From an optimization exercise on the open Yosys and OpenROAD flow, aimed at small area, a short achievable clock period and few clock cycles; shortcuts taken in it are not production practice.
The RTL was checked by simulation tests, not by an equivalence proof against the original design.
Power figures rest on the tool's default switching activity, not on a simulated workload.

==> flow/config.mk <==
export PLATFORM = sky130hd
export DESIGN_NAME = rvcpu_single_issue
export DESIGN_NICKNAME = rvcpu_single_issue
export VERILOG_FILES = /design/flow/design.v
export SDC_FILE = /design/flow/constraint.sdc
export NUM_CORES = 8
export LEC_CHECK = 0
export CAP_MARGIN = 20
export CORE_MARGIN = 2
export CORE_UTILIZATION = 45
export PLACE_DENSITY = 0.6
export SETUP_SLACK_MARGIN = 0.3
export SLEW_MARGIN = 20
==> flow/constraint.sdc <==
create_clock -name core_clock -period 20.0 [get_ports {clk}]
set_input_delay 4.0000 -clock core_clock [delete_from_list [all_inputs] [get_ports {clk}]]
set_output_delay 4.0000 -clock core_clock [all_outputs]
set_load 0.01 [all_outputs]
==> flow/design.v <==
module si_inst_fetch #(
    parameter PC_START  = 32'h8000_0000, 
    parameter INST_DW   = 32,
    parameter INST_AW   = 32
)(
    input                   clk,
    input                   rst,
    input                   control_en_i,
    input   [INST_AW-1:0]   control_pc_i,
    output  [INST_AW-1:0]   current_pc_o,
    output                  inst_en_o,
    output  [INST_AW-1:0]   inst_addr_o,
    input   [INST_DW-1:0]   inst_i,
    output  [INST_DW-1:0]   inst_o
);
reg [INST_AW-1:0]   pc ;
reg [INST_AW-1:0]   addr ;
always @( posedge clk ) begin
    if( rst == 1'b1 ) begin
        pc <= PC_START + 4 ;
        addr <= PC_START ;
    end else begin
        if( control_en_i ) begin
            pc <= control_pc_i + 4 ;
            addr <= control_pc_i ;
        end else begin
            pc <= pc + 4 ;
            addr <= pc ;
        end
    end
end
assign current_pc_o = addr ;
assign inst_addr_o = addr ;
assign inst_en_o = ( rst != 1'b1 ) ;
assign inst_o = inst_i ;
endmodule
module si_inst_decode #(
    parameter INST_DW   = 32,
    parameter INST_AW   = 32,
    parameter MEM_AW    = 32,
    parameter REG_DW    = 32,
    parameter REG_AW    = 5,
    parameter ALUOP_DW  = 5
) (
    input                   clk,
    input                   rst,
    input   [INST_DW-1:0]   inst_i,
    output                  rs1_en_o,
    output  [REG_AW-1:0]    rs1_addr_o,
    input   [REG_DW-1:0]    rs1_dout_i,
    output                  rs2_en_o,
    output  [REG_AW-1:0]    rs2_addr_o,
    input   [REG_DW-1:0]    rs2_dout_i,
    output  [ALUOP_DW-1:0]  alu_opcode_o,
    output  [REG_DW-1:0]    operand_1_o,
    output  [REG_DW-1:0]    operand_2_o,
    output                  branch_en_o,
    output  [INST_AW-1:0]   branch_offset_o,
    output                  jump_en_o,
    output  [INST_AW-1:0]   jump_offset_o,
    output                  mem_ren_o,
    output                  mem_wen_o,
    output  [INST_DW-1:0]   mem_din_o,
    output                  id_wb_en_o,
    output                  id_wb_sel_o,
    output  [REG_AW-1:0]    id_wb_addr_o 
);
localparam ALU_OP_NOP   = 5'd0 ;
localparam ALU_OP_ADD   = 5'd1 ;
localparam ALU_OP_MUL   = 5'd2 ;
localparam ALU_OP_BNE   = 5'd3 ;
localparam ALU_OP_JAL   = 5'd4 ;
localparam ALU_OP_LUI   = 5'd5 ;
localparam ALU_OP_AUIPC = 5'd6 ;
localparam ALU_OP_AND   = 5'd7 ;
localparam ALU_OP_SLL   = 5'd8 ;
localparam ALU_OP_SLTI  = 5'd9 ;
localparam ALU_OP_BLT   = 5'd10 ;
wire [6:0] inst_op;
wire [4:0] inst_rd;
wire [2:0] inst_funct3;
wire [4:0] inst_rs1, inst_rs2;
wire [6:0] inst_funct7;
wire [REG_DW-1:0] operand_rs_imm ;
assign inst_op = inst_i[6:0];
assign inst_rd = inst_i[11:7];
assign inst_funct3 = inst_i[14:12];
assign inst_rs1 = inst_i[19:15];
assign inst_rs2 = inst_i[24:20];
assign inst_funct7 = inst_i[31:25];
wire [11 : 0]   imm_i ;
wire [31 : 0]   imm_u ;
wire [12 : 0]   imm_b ;
wire [20 : 0]   imm_j ;
wire [11 : 0]   imm_s ;
assign imm_i    = inst_i[31:20];
assign imm_u    = {inst_i[31:12], 12'b0};
assign imm_b    = {inst_i[31], inst_i[7], inst_i[30:25], inst_i[11:8], 1'b0};
assign imm_j    = {inst_i[31], inst_i[19:12], inst_i[20], inst_i[30:21], 1'b0};
assign imm_s    = {inst_i[31:25], inst_i[11:7]};
wire op_nop, op_add, op_addi, op_mul, op_bne, op_jal, op_jalr, op_lui;
wire op_auipc, op_and, op_sll, op_slti, op_blt, op_sw, op_lw;
assign op_add = (inst_op == 7'b011_0011) && (inst_funct3 == 3'b000) && (inst_funct7 == 7'b000_0000);
assign op_addi= (inst_op == 7'b001_0011) && (inst_funct3 == 3'b000);
assign op_mul = (inst_op == 7'b011_0011) && (inst_funct3 == 3'b000) && (inst_funct7 == 7'b000_0001);
assign op_bne = (inst_op == 7'b110_0011) && (inst_funct3 == 3'b001);
assign op_jal = (inst_op == 7'b110_1111);
assign op_jalr= (inst_op == 7'b110_0111) && (inst_funct3 == 3'b000);
assign op_lui = (inst_op == 7'b011_0111);
assign op_auipc = (inst_op == 7'b001_0111);
assign op_and = (inst_op == 7'b011_0011) && (inst_funct3 == 3'b111) && (inst_funct7 == 7'b000_0000);
assign op_sll = (inst_op == 7'b011_0011) && (inst_funct3 == 3'b001) && (inst_funct7 == 7'b000_0000);
assign op_slti= (inst_op == 7'b001_0011) && (inst_funct3 == 3'b010);
assign op_blt = (inst_op == 7'b110_0011) && (inst_funct3 == 3'b100);
assign op_sw  = (inst_op == 7'b010_0011 ) && (inst_funct3 == 3'b010 );
assign op_lw  = (inst_op == 7'b000_0011 ) && (inst_funct3 == 3'b010 );
assign alu_opcode_o =   ( rst == 1'b1   ) ?   ALU_OP_NOP     :
                        ( op_mul      )   ?   ALU_OP_MUL     :
                        ( op_add      )   ?   ALU_OP_ADD     :
                        ( op_and      )   ?   ALU_OP_AND     :
                        ( op_sll      )   ?   ALU_OP_SLL     :
                        ( op_addi     )   ?   ALU_OP_ADD     :
                        ( op_slti     )   ?   ALU_OP_SLTI    :
                        ( op_lw       )   ?   ALU_OP_ADD     :
                        ( op_sw       )   ?   ALU_OP_ADD     :
                        ( op_blt      )   ?   ALU_OP_NOP     :
                        ( op_lui      )   ?   ALU_OP_ADD     :
                        ( op_jal      )   ?   ALU_OP_NOP     :
                                              ALU_OP_NOP     ;
wire op_u, op_j, op_b, op_i, op_s, op_r, op_imm;
assign op_u = op_lui || op_auipc;
assign op_j = op_jal;
assign op_i = op_jalr || op_lw || op_slti || op_addi;
assign op_b = op_blt || op_bne;
assign op_s = op_sw;
assign op_r = op_mul || op_add || op_and || op_sll;
assign op_imm = op_i || op_u || op_j;
assign rs1_en_o = (!rst) && (op_r || op_b || op_s || op_i);
assign rs1_addr_o = (rs1_en_o)? inst_rs1: 'b0;
assign rs2_en_o = (!rst) && (op_r || op_b || op_s);
assign rs2_addr_o = (rs2_en_o)? inst_rs2: 'b0;
assign operand_rs_imm = (op_i) ? {{(32-12){imm_i[11]}}, imm_i} :
                        (op_s) ? {{(32-12){imm_s[11]}}, imm_s} :
                        (op_b) ? {{(32-13){imm_b[12]}}, imm_b} :
                        (op_u) ? imm_u : 
                        (op_j) ? {{(32-21){imm_j[20]}}, imm_j} : 0;
assign operand_1_o = (rs1_en_o) ? rs1_dout_i : 0;
assign operand_2_o = (op_imm) ? operand_rs_imm : 
                     ( rs2_en_o & !op_sw & !op_blt) ? rs2_dout_i : 0;
assign branch_en_o     = (rst != 1'b1) & (op_blt & (rs1_dout_i < rs2_dout_i));
assign branch_offset_o = operand_rs_imm;
assign jump_en_o     = (rst != 1'b1) & op_jal;
assign jump_offset_o = operand_rs_imm;
assign mem_ren_o  = op_lw;
assign mem_wen_o  = op_sw;
assign mem_din_o = rs2_dout_i;
assign id_wb_en_o = op_u || op_i || op_r || op_j;
assign id_wb_sel_o = op_lw;
assign id_wb_addr_o = (id_wb_en_o)? inst_rd: 'b0;
endmodule 
module si_alu #(
    parameter PC_START  = 32'h8000_0000, 
    parameter INST_DW   = 32,
    parameter INST_AW   = 32,
    parameter REG_DW    = 32,
    parameter ALUOP_DW  = 5
)(
    input                   clk,
    input                   rst,
    input   [ALUOP_DW-1:0]  alu_opcode_i,
    input   [REG_DW-1:0]    operand_1_i,
    input   [REG_DW-1:0]    operand_2_i,
    output      [REG_DW-1:0]    alu_result_o,
    input   [INST_AW-1:0]   current_pc_i,
    input                   branch_en_i,
    input   [INST_AW-1:0]   branch_offset_i,
    input                   jump_en_i,
    input   [INST_AW-1:0]   jump_offset_i,
    output                      control_en_o,
    output      [INST_AW-1:0]   control_pc_o
);
localparam ALU_OP_NOP   = 5'd0 ;
localparam ALU_OP_ADD   = 5'd1 ;
localparam ALU_OP_MUL   = 5'd2 ;
localparam ALU_OP_BNE   = 5'd3 ;
localparam ALU_OP_JAL   = 5'd4 ;
localparam ALU_OP_LUI   = 5'd5 ;
localparam ALU_OP_AUIPC = 5'd6 ;
localparam ALU_OP_AND   = 5'd7 ;
localparam ALU_OP_SLL   = 5'd8 ;
localparam ALU_OP_SLTI  = 5'd9 ;
localparam ALU_OP_BLT   = 5'd10 ;
reg [REG_DW-1:0] alu_result ;
always @(*) begin
    if( rst == 1'b1 ) begin
        alu_result = 0 ;
    end else begin
        case ( alu_opcode_i )
            ALU_OP_ADD:    alu_result = ( operand_1_i + operand_2_i ) ;
            ALU_OP_SLTI:   alu_result = ( $signed(operand_1_i) < $signed(operand_2_i) ) ? 1 : 0;
            ALU_OP_MUL:    alu_result = ( operand_1_i * operand_2_i ) ;
            ALU_OP_AND:    alu_result = ( operand_1_i & operand_2_i ) ;
            ALU_OP_SLL:    alu_result = ( operand_1_i << operand_2_i ) ;
            ALU_OP_NOP:    alu_result = 0 ;
            default:       alu_result = 0 ;
        endcase
    end
end
assign alu_result_o = (jump_en_i) ? (current_pc_i + 4) : (alu_result);
assign control_en_o = jump_en_i | branch_en_i;
assign control_pc_o = (jump_en_i)   ? (current_pc_i + jump_offset_i) :
                       (branch_en_i) ? (current_pc_i + branch_offset_i) : PC_START;
endmodule 
module si_mem_access #(
    parameter MEM_DW = 32,
    parameter MEM_AW = 32,
    parameter RAM_DW = 32,
    parameter RAM_AW = 32
)(
    input                   clk,
    input                   rst,
    input                   mem_ren_i,
    input                   mem_wen_i,
    input   [MEM_AW-1:0]    mem_addr_i,
    input   [MEM_DW-1:0]    mem_din_i,
    output  [MEM_DW-1:0]    mem_dout_o,
    output                  ram_ren_o,
    output                  ram_wen_o,
    output  [RAM_AW-1:0]    ram_addr_o,
    output  [RAM_DW-1:0]    ram_mask_o,
    output  [RAM_DW-1:0]    ram_din_o,
    input   [RAM_DW-1:0]    ram_dout_i
);
assign ram_ren_o = mem_ren_i ;
assign ram_wen_o = mem_wen_i ;
assign ram_addr_o = mem_addr_i ;
assign ram_mask_o = {(RAM_DW){1'b1}} ;
assign ram_din_o = mem_din_i ;
assign mem_dout_o = ram_dout_i ;
endmodule
module si_write_back #(
    parameter REG_DW = 32,
    parameter REG_AW = 5
)(
    input                   clk,
    input                   rst,
    input                   id_wb_en_i,
    input   [REG_AW-1:0]    id_wb_addr_i,
    input                   id_wb_sel_i,
    input   [REG_DW-1:0]    alu_result_i,
    input   [REG_DW-1:0]    mem_result_i,
    output                  wb_en_o,
    output  [REG_AW-1:0]    wb_addr_o,
    output  [REG_DW-1:0]    wb_data_o
);
assign wb_en_o      =   (rst == 1'b1)   ? 0 : id_wb_en_i ;
assign wb_addr_o    =   (rst == 1'b1)   ? 0 : id_wb_addr_i ;
assign wb_data_o    =   (rst == 1'b1)   ? 0 : 
                        (id_wb_sel_i)   ? mem_result_i  :   alu_result_i ;
endmodule
module si_regfile #(
    parameter REG_DW    = 32,
    parameter REG_AW    = 5
)(
    input                       clk,
    input                       rst,
    input                       wb_en_i,
    input       [REG_AW-1:0]    wb_addr_i,
    input       [REG_DW-1:0]    wb_data_i,
    input                       rs1_en_i,
    input       [REG_AW-1:0]    rs1_addr_i,
    output reg  [REG_DW-1:0]    rs1_data_o,
    input                       rs2_en_i,
    input       [REG_AW-1:0]    rs2_addr_i,
    output reg  [REG_DW-1:0]    rs2_data_o
);
integer i ;
reg [REG_DW-1:0] regfile [2**REG_AW-1:0] ;
always @(posedge clk ) begin
    if ( rst == 1'b1 ) begin
        for(i=0; i<2**REG_AW; i=i+1) begin
            regfile[ i ] <= {(REG_DW){1'b0}} ;
        end
    end else begin
        if ( (wb_en_i == 1'b1) && (wb_addr_i != 0) ) begin
            regfile[ wb_addr_i ] <= wb_data_i ;
        end 
    end
end
always @(*) begin
    if( rst == 1'b1 ) begin
        rs1_data_o = {(REG_DW){1'b0}} ;
    end else begin
        if ( rs1_en_i ) begin
            rs1_data_o = regfile[ rs1_addr_i ] ;
        end else begin
            rs1_data_o = {(REG_DW){1'b0}} ;
        end
    end
end
always @(*) begin
    if( rst == 1'b1 ) begin
        rs2_data_o = {(REG_DW){1'b0}} ;
    end else begin
        if ( rs2_en_i ) begin
            rs2_data_o = regfile[ rs2_addr_i ] ;
        end else begin
            rs2_data_o = {(REG_DW){1'b0}} ;
        end
    end
end
endmodule
module rvcpu_single_issue #(
    parameter PC_START  = 32'h8000_0000, 
    parameter INST_DW   = 32,
    parameter INST_AW   = 32,
    parameter MEM_DW    = 32,
    parameter MEM_AW    = 32,
    parameter RAM_DW    = 32,
    parameter RAM_AW    = 32,
    parameter REG_DW    = 32,
    parameter REG_AW    = 5,
    parameter ALUOP_DW  = 5
)(
    input                   clk,
    input                   rst,
    output                  inst_en_o,
    output  [INST_AW-1:0]   inst_addr_o,
    input   [INST_DW-1:0]   inst_i,
    output                  ram_ren_o,
    output                  ram_wen_o,
    output  [RAM_AW-1:0]    ram_addr_o,
    output  [RAM_DW-1:0]    ram_mask_o,
    output  [RAM_DW-1:0]    ram_din_o,
    input   [RAM_DW-1:0]    ram_dout_i
);
wire    [INST_DW-1:0]   inst            ;
wire    [ALUOP_DW-1:0]  alu_opcode      ;
wire    [REG_DW-1:0]    operand_1       ;
wire    [REG_DW-1:0]    operand_2       ;
wire                    branch_en       ;
wire    [INST_AW-1:0]   branch_offset   ;
wire                    jump_en         ;
wire    [INST_AW-1:0]   jump_offset     ;
wire                    mem_ren         ;
wire                    mem_wen         ;
wire                    id_wb_en        ;
wire                    id_wb_sel       ;
wire    [REG_AW-1:0]    id_wb_addr      ;
wire                    control_en      ;
wire    [INST_AW-1:0]   control_pc      ;
wire    [INST_AW-1:0]   current_pc      ;
wire    [REG_DW-1:0]    alu_result      ;
wire    [MEM_AW-1:0]    mem_addr        ;
wire    [MEM_DW-1:0]    mem_dout        ;
wire    [MEM_DW-1:0]    mem_din         ;
wire                    wb_en           ;
wire    [REG_AW-1:0]    wb_addr         ;
wire    [REG_DW-1:0]    wb_data         ;
wire                    rs1_en          ;
wire    [REG_AW-1:0]    rs1_addr        ;
wire    [REG_DW-1:0]    rs1_data        ;
wire                    rs2_en          ;
wire    [REG_AW-1:0]    rs2_addr        ;
wire    [REG_DW-1:0]    rs2_data        ;
si_inst_fetch #(
    .PC_START       ( PC_START      ),
    .INST_DW        ( INST_DW       ),
    .INST_AW        ( INST_AW       )
) SI_IF (
    .clk            ( clk           ),
    .rst            ( rst           ),
    .control_en_i   ( control_en    ),
    .control_pc_i   ( control_pc    ),
    .current_pc_o   ( current_pc    ),
    .inst_en_o      ( inst_en_o     ),
    .inst_addr_o    ( inst_addr_o   ),
    .inst_i         ( inst_i        ),
    .inst_o         ( inst          )
);
si_inst_decode #(
    .INST_DW        ( INST_DW       ),
    .INST_AW        ( INST_AW       ),
    .MEM_AW         ( MEM_AW        ),
    .REG_DW         ( REG_DW        ),
    .REG_AW         ( REG_AW        ),
    .ALUOP_DW       ( ALUOP_DW      )
) SI_ID (
    .clk            ( clk           ),
    .rst            ( rst           ),
    .inst_i         ( inst          ),
    .rs1_en_o       ( rs1_en        ),
    .rs1_addr_o     ( rs1_addr      ),
    .rs1_dout_i     ( rs1_data      ),
    .rs2_en_o       ( rs2_en        ),
    .rs2_addr_o     ( rs2_addr      ),
    .rs2_dout_i     ( rs2_data      ),
    .alu_opcode_o   ( alu_opcode    ),
    .operand_1_o    ( operand_1     ),
    .operand_2_o    ( operand_2     ),
    .branch_en_o    ( branch_en     ),
    .branch_offset_o( branch_offset ),
    .jump_en_o      ( jump_en       ),
    .jump_offset_o  ( jump_offset   ),
    .mem_ren_o      ( mem_ren       ),
    .mem_wen_o      ( mem_wen       ),
    .mem_din_o      ( mem_din       ),
    .id_wb_en_o     ( id_wb_en      ),
    .id_wb_sel_o    ( id_wb_sel     ),
    .id_wb_addr_o   ( id_wb_addr    )
);
si_alu #(
    .PC_START       ( PC_START      ),
    .INST_DW        ( INST_DW       ),
    .INST_AW        ( INST_AW       ),
    .REG_DW         ( REG_DW        ),
    .ALUOP_DW       ( ALUOP_DW      )
) SI_ALU (
    .clk            ( clk           ),
    .rst            ( rst           ),
    .alu_opcode_i   ( alu_opcode    ),
    .operand_1_i    ( operand_1     ),
    .operand_2_i    ( operand_2     ),
    .alu_result_o   ( alu_result    ),
    .current_pc_i   ( current_pc    ),
    .branch_en_i    ( branch_en     ),
    .branch_offset_i( branch_offset ),
    .jump_en_i      ( jump_en       ),
    .jump_offset_i  ( jump_offset   ),
    .control_en_o   ( control_en    ),
    .control_pc_o   ( control_pc    )
);
assign mem_addr = alu_result ;
si_mem_access #(
    .MEM_DW         ( MEM_DW        ),
    .MEM_AW         ( MEM_AW        ),
    .RAM_DW         ( RAM_DW        ),
    .RAM_AW         ( RAM_AW        )
) SI_MEM (
    .clk            ( clk           ),
    .rst            ( rst           ),
    .mem_ren_i      ( mem_ren       ),
    .mem_wen_i      ( mem_wen       ),
    .mem_addr_i     ( mem_addr      ),
    .mem_din_i      ( mem_din       ),
    .mem_dout_o     ( mem_dout      ),
    .ram_ren_o      ( ram_ren_o     ),
    .ram_wen_o      ( ram_wen_o     ),
    .ram_addr_o     ( ram_addr_o    ),
    .ram_mask_o     ( ram_mask_o    ),
    .ram_din_o      ( ram_din_o     ),
    .ram_dout_i     ( ram_dout_i    )
);
si_write_back #(
    .REG_DW         ( REG_DW        ),
    .REG_AW         ( REG_AW        )
) SI_WB (
    .clk            ( clk           ),
    .rst            ( rst           ),
    .id_wb_en_i     ( id_wb_en      ),
    .id_wb_addr_i   ( id_wb_addr    ),
    .id_wb_sel_i    ( id_wb_sel     ),
    .alu_result_i   ( alu_result    ),
    .mem_result_i   ( mem_dout      ),
    .wb_en_o        ( wb_en         ),
    .wb_addr_o      ( wb_addr       ),
    .wb_data_o      ( wb_data       )
);
si_regfile #(
    .REG_DW         ( REG_DW        ),
    .REG_AW         ( REG_AW        )
) SI_REG (
    .clk            ( clk           ),
    .rst            ( rst           ),
    .wb_en_i        ( wb_en         ),
    .wb_addr_i      ( wb_addr       ),
    .wb_data_i      ( wb_data       ),
    .rs1_en_i       ( rs1_en        ),
    .rs1_addr_i     ( rs1_addr      ),
    .rs1_data_o     ( rs1_data      ),
    .rs2_en_i       ( rs2_en        ),
    .rs2_addr_i     ( rs2_addr      ),
    .rs2_data_o     ( rs2_data      )
);
endmodule 
==> flow/run.sh <==
#!/bin/bash
# synth_recipe.tcl (not shown) runs the flow's synth.tcl, then flattens the netlist and writes it again
# the make line also repeats each setting of config.mk as NAME=value (left out here)
make -C /OpenROAD-flow-scripts/flow DESIGN_CONFIG=/design/flow/config.mk WORK_HOME=/design/flow/orfs CLKGATE_MAP_FILE= SYNTH_SCRIPT=/design/flow/synth_recipe.tcl finish
==> run notes <==
Run status: finished clean
Register area share after synthesis: 38.6%
Die Wd: 433 um
Final hold violations: 0
Fmax: 0.0508 GHz
P per Cell Area: 53.0 nW/um^2
Peak supply drop: 0.0788 mV
Syn avg cell area: 9.59 um^2
Post-route cell area: 101,000 um^2
Chip height: 433 um
Full die area: 188,000 um^2
Grt met1 use: 59.2%
Layout cells sized above 1: 19.5%
Total number of vias: 83,100
Cts hold-fix bufs: 0
Vias per inst: 6.90
GR Util met2: 74.6%
Pleak: 0.0398 uW
Reg2Reg Depth: 35
Maxcap violations: 0
Core area: 183,000 um^2
Hold path start: SI_IF.pc[1]$_SDFFE_PP0N_
Critical path class: input pin to output port
Clk_skew: 0.0735 ns
Netlist Area Pre-Place: 83,000 um^2
Slew headroom: 8.01%
Worst Max-Slew Pin Slew: 1.37 ns
RSZ-0062 raised after global routing: no
Worst Hold Class: flip-flop to flip-flop
Worst path arrival time: 15.67 ns
# DRC: 0
CTS HTree Levels: 3
Final Max Slew Viols: 0
Top_reg_cell synth: edfxtp_1
Warning count from the yosys run: 3
Sw power: 1440 uW
FF-to-FF End: SI_REG.regfile[22][31]$_SDFFCE_PN0P_
Flop pwr share: 48.6%
Period Utilization, post-route: 98.3%
HPWL after DPL: 350,000 um
Syn Inst Count: 8,655
ANT nets after route: 0
Yosys reg bits: 1,088
Worst Path Max Fanout: 10
Sink Count: 1,088
Sw Ratio: 27.0%
Routed Wire Length: 493,000 um
GR peak layer: met2
Vias in the first global route: 79,300
Critical R2R Launch: SI_REG.regfile[23][26]$_SDFFCE_PN0P_
WHS Endpoint: SI_IF.pc[1]$_SDFFE_PP0N_
CTS Buffer Depth: 3
Hold_ws: 0.498 ns
Number of synthesized flops with an enable pin: 1,024
Netlist cell types: 114
CP peak stage delay: 0.70 ns
Root buffer cell: clkbuf_16
GPL Wtd Cong: 1.04
Layout Utilization: 54.9%
Largest net degree at the start of global routing: 101
Initial Util: 45.3%
Final setup fails: 0
Clock network fraction of total power: 41.6%
I/O pin cnt: 197
Setup crit start: inst_i[4]
P_int: 3890 uW
Area Overhead vs Synth: 21.2%
Ys async rst share: 0%
I/O Buffers: 164
First-pass GRT wire length: 657,000 um
Most used cell, CP: buf_4
Worst-path clk slew: 0.06 ns
Combinational power share: 9.8%
Met3 usage: 20.1%
Final min period: 19.67 ns
Critical path's slowest cell: o21ai_4
Num rows: 157
CTS Buf Count: 121
CP Launch Type: input pin
Clock Latency Late Sink: 0.86 ns
Grt total ovfl: 0
Drt initial violations: 14,300
CTS tree: done
First-pass detailed-route iteration total: 10
WL/cell: 40.9 um
Final nets: 10,200
Antenna violations before repair: 39
Gr usage total: 51.4%
Flop-to-flop setup slack: 9.08 ns
WP data required: 16.00 ns
Critical path endpoint category: output port
Hold Crit Depth: 2
Placed Instance Area: 95,900 um^2
cell usage after synthesis, types with 145 or more instances:
cell type | count | area, um^2
inv_1 | 531 | 1990
a21oi_1 | 320 | 1600
a221oi_1 | 145 | 1270
ha_1 | 251 | 3140
mux2i_1 | 419 | 4190
a211oi_1 | 150 | 1130
nand3_1 | 176 | 881
buf_2 | 169 | 846
nor3_1 | 147 | 736
nor2_1 | 1529 | 5740
o21ai_0 | 279 | 1400
nand2_1 | 841 | 3160
fa_1 | 410 | 8210
edfxtp_1 | 1024 | 30700
clkbuf_1 | 437 | 1640
critical path, delay by kind of cell:
family / cells / cell delay (ns)
AOI/OAI and AO/OA: 7 / 2.06
xor gates and xnor gates: 10 / 2.41
adders and majority gates: 8 / 3.76
buffers and inverters: 13 / 3.05
and+or+nand+nor: 2 / 0.29
per-stage QoR:
stage	std cells	total power, uW	TNS (ns)	worst slack [ns]
2_1_floorplan	8717	2850	0	1.15
3_3_place_gp	11800	3110	-1.55	-0.691
3_5_place_dp	11800	3110	-1.28	-0.441
4_1_cts	12000	5260	0	0.0926
5_1_grt	12000	5380	0	0.334
6_report	12000	5330	0	0.331
final cells by class:
class / count / area (um^2)
sequential: 1088 / 32000
tap: 2464 / 3080
antenna: 29 / 72.6
inverter: 556 / 2100
fill: 16500 / 82500
multi-input combinational: 6327 / 47200
clock buffer: 148 / 3170
timing repair buffer: 1370 / 12300
clock inverter: 67 / 579
layout by cell type (no fill, tap or decap), types with 175 or more instances in the layout:
master / n
nor2_1: 1517
buf_4: 1063
edfxtp_1: 1024
nand2_1: 773
inv_1: 524
fa_1: 408
mux2i_1: 392
a21oi_1: 310
o21ai_0: 266
ha_1: 248
nand3_1: 175
worst max-delay path by stage:
stage,to
3_5_place_dp,ram_addr_o[31]
6_report,ram_addr_o[31]
5_1_grt,ram_addr_o[28]
3_3_place_gp,ram_addr_o[31]
2_1_floorplan,ram_addr_o[31]
4_1_cts,ram_addr_o[31]
sequential cells by signal (all words and copies together) (netlist names):
register        count
SI_REG.regfile   1024
SI_IF.addr         32
SI_IF.pc           32
logic make-up after synthesis:
kind of cell	after synthesis	share of synthesized area, %
adders and majority gates	661	13.7
AOI/OAI and AO/OA	1731	14.9
DFF	1088	38.6
other	2	0.00905
buffers and inverters	1304	6.61
xor gates and xnor gates	177	2.02
and+or+nand+nor	3116	16.1
muxes	576	8.06
power by group through the flow:
| stage | Combinational, uW | Sequential, uW | Clock [uW] |
|---|---|---|---|
| CTS | 480 | 2590 | 2190 |
| global route | 509 | 2600 | 2270 |
| global placement | 476 | 2630 | 0 |
| detailed placement | 477 | 2640 | 0 |
| finish | 522 | 2590 | 2220 |
| floorplan | 227 | 2620 | 0 |
routing by layer:
| metal | share of wire, % | vias up |
|---|---|---|
| li1 | - | 32400 |
| met1 | 33 | 40300 |
| met2 | 41 | 7906 |
| met3 | 15 | 2506 |
| met5 | 0.046 | - |
| met4 | 11 | 30 |
what timing repair did:
item                                    CTS  global route
pin swaps                                 4            24
resized for setup                        48            90
gates cloned                              1             2
endpoints found under the setup margin    9            12
setup buffers                             7            13
hold endpoints to repair                  0             0
Testbench counts, summed over its fixed seeds: cycles 17,981.

-- static timing again, ports no longer ideal --
Ports are ideal in the flow. The routed layout listed here was re-timed in OpenROAD. Step 1 sets driving cells, clkbuf_16 on the clock port and buf_2 on the other inputs (assumed; they add their load-dependent delay and slew). Step 2 times the ports against the registers' clock, not the clock port: input delays grow and output delays shrink by t, the midpoint of the rising clock arrivals with the driver on. Three values: no drivers, after step 1, after step 2; two values: the first two.
t, ns: 0.926
setup slack, ns: 0.331 / 0.289 / 0.289
hold slack, ns: 0.498 / 0.498 / 0.498
pins driven straight from the clock port: 1
After both steps setup and hold are still met in this run. The setup slack of this run moves by -0.042 ns with the drivers and by -0.042 ns with both steps.
